Context: an optimization exercise on an open-source flow, tuned for small area, a short achievable clock period and few clock cycles. The choices shown serve that exercise and are no tape-out recipe.
No activity file was given, so power comes from the tool's default toggle rates.

== run 1 ==
// CHIP
module CHIP (
    clk, rst_n,
    mem_read_D, mem_write_D, mem_addr_D, mem_wdata_D, mem_rdata_D, mem_ready_D,
    mem_read_I, mem_write_I, mem_addr_I, mem_wdata_I, mem_rdata_I, mem_ready_I,
    DCACHE_addr, DCACHE_wdata, DCACHE_wen
);
    input          clk, rst_n;
    output         mem_read_D;
    output         mem_write_D;
    output [31:4]  mem_addr_D;
    output [127:0] mem_wdata_D;
    input  [127:0] mem_rdata_D;
    input          mem_ready_D;
    output         mem_read_I;
    output         mem_write_I;
    output [31:4]  mem_addr_I;
    output [127:0] mem_wdata_I;
    input  [127:0] mem_rdata_I;
    input          mem_ready_I;
    output [29:0]  DCACHE_addr;
    output [31:0]  DCACHE_wdata;
    output         DCACHE_wen;
    localparam IIB = 2;               
    localparam IW  = 2;               
    localparam IS  = 1 << IIB;
    localparam ISB = 10;              
    localparam ITW = ISB - IIB;       
    localparam DL  = 4;               
    localparam DSB = 10;              
    localparam DTW = DSB;
    localparam MS_IDLE = 2'd0, MS_REQ = 2'd1, MS_WAIT = 2'd2;
    reg  [29:0] pc;                  
    reg         d_v;                 
    reg         d_pj;                
    reg  [31:0] d_ir;
    reg  [29:0] d_pc1;               
    reg         e_v;                 
    reg  [4:0]  e_sa;                
    reg  [31:0] e_yv;                
    reg         e_sub, e_sra, e_srl, e_bne;
    reg         e_osum, e_olog, e_osh, e_oslt, e_olnk;    
    reg  [1:0]  e_lop;
    reg         e_fw;                
    reg  [29:0] e_alt;               
    reg         e_pt;                
  ...
Settings: LEC_CHECK=0, ABC_CLOCK_PERIOD_IN_PS=4000, CAP_MARGIN=20, CORE_MARGIN=2, CORE_UTILIZATION=35, SETUP_SLACK_MARGIN=5.0, SLEW_MARGIN=20; clock period 9.0 ns.
run.sh (not shown) runs the stock make flow with config.mk's settings and CLKGATE_MAP_FILE= SYNTH_SCRIPT=/design/flow/synth_recipe.tcl, a recipe that flattens the netlist after the stock synthesis.
Setup changes, run 1 to run 2
- CORE_UTILIZATION changed from 35 to 40
Notes after the runs:
- Run 2 vs run 1: global-route wire length before repair up by a few percent
- Looking at fraction of power spent switching nets across run 1 and run 2, the one that comes out lower is run 1.
- Diff run 1 -> run 2: via count normalized by instance count grew by 5.3%; power grew by 0.00025 W; biggest cell delay along the critical path grew by 0.14 ns; hold slack shrank by 0.0040 ns; number of hold-repair buffers added at the cts stage held steady.
- When the final numbers for run 1 and run 2 were put side by side, the post-CTS setup buffer count turned out to be greater in run 2.
Function was not checked in any run of this note: the RTL went through the layout flow alone.

Another version of the RTL of CHIP (not shown whole).
For scale: roughly 160000 sq um of cells after synthesis.
Design CHIP, start of the top module:
module CHIP (
    clk, rst_n,
    mem_read_D, mem_write_D, mem_addr_D, mem_wdata_D, mem_rdata_D, mem_ready_D,
    mem_read_I, mem_write_I, mem_addr_I, mem_wdata_I, mem_rdata_I, mem_ready_I,
    DCACHE_addr, DCACHE_wdata, DCACHE_wen
);
Settings: LEC_CHECK=0, ABC_CLOCK_PERIOD_IN_PS=4000, CAP_MARGIN=20, CORE_MARGIN=2, CORE_UTILIZATION=45, PLACE_DENSITY=0.7, SETUP_SLACK_MARGIN=5.0, SLEW_MARGIN=20; clock period 9.0 ns.
Change:
Settings changed: CORE_UTILIZATION 45 to 50, PLACE_DENSITY 0.7 to not set.
=> Wire length rises by 4.8%. Clock-buffer cell count came out higher by 19. Total power went up by about 0.54%.
No run of this note included a check of the RTL's function; only the layout flow was run.

Setup of run a:
Another version of the RTL of CHIP (not shown whole).
Size: about 11,000 cells after synthesis, ~170,000 sq um of cells after synthesis.
clock: 9.0 ns
lec_check: 0
abc_clock_period_in_ps: 4000
cap_margin: 20
core_margin: 2
core_utilization: 55
setup_slack_margin: 4.5
slew_margin: 20
The inputs of run b differ from those of run a as listed below.
Settings: changing CORE_UTILIZATION from 55 to 40.
==> comparison <==
Run b vs run a: part of the total power dissipated in combinational logic down
Run b vs run a, instance count: run b higher
Run b reports its last element of the critical path as mem_wdata_D[84] while run a reports m_fwd[0].
Going from run a to run b, footprint of the multi-input gates now sits at about the same level; combinational power now sits lower; wire length picked up an extra 1.6%; number of antenna diodes went down by about 3.2%.
Sort run b and run a by latest clock arrival within the worst-skew pair, descending, and run b comes first.
When run b is measured against run a, its clock network power share turns out 0.2 points higher.
No functional check of the RTL was part of any run of this note.

==> port drivers added, routing unchanged <==
Ports are ideal in the flow. The routed layouts listed here were re-timed in OpenROAD.
Step 1, drivers: a clkbuf_16 drives clk and a buf_2 each remaining input, both assumed.
Step 2, shift: input delay + t, output delay - t, t = (earliest + latest rising clock arrival at the registers) / 2. This alone moves slack from input paths to output paths.
a / b / c = ideal / step 1 / step 2; a / b = the first two.
run	shift t [ns]	setup slack, ns	slew at the worst register clock pin (ns)	worst data-port slew with drivers (ns)
run 1	1.105	4.808 / 4.839 / 3.734	0.07 / 0.07	0.26
run 2	1.109	4.859 / 4.762 / 4.007	0.08 / 0.08	0.26
the first run of note 2	1.085	4.769 / 4.769 / 4.137	0.08 / 0.08	0.17
the second run of note 2	1.067	4.896 / 4.896 / 4.092	0.07 / 0.07	0.16
run a	1.032	4.475 / 4.388 / 3.566	0.07 / 0.07	0.20
run b	1.114	4.347 / 4.215 / 3.416	0.07 / 0.07	0.21
After both steps setup and hold are still met in every run listed. The setup slack of run 1, which loses most, moves by +0.031 ns with the drivers and by -1.074 ns with both steps.
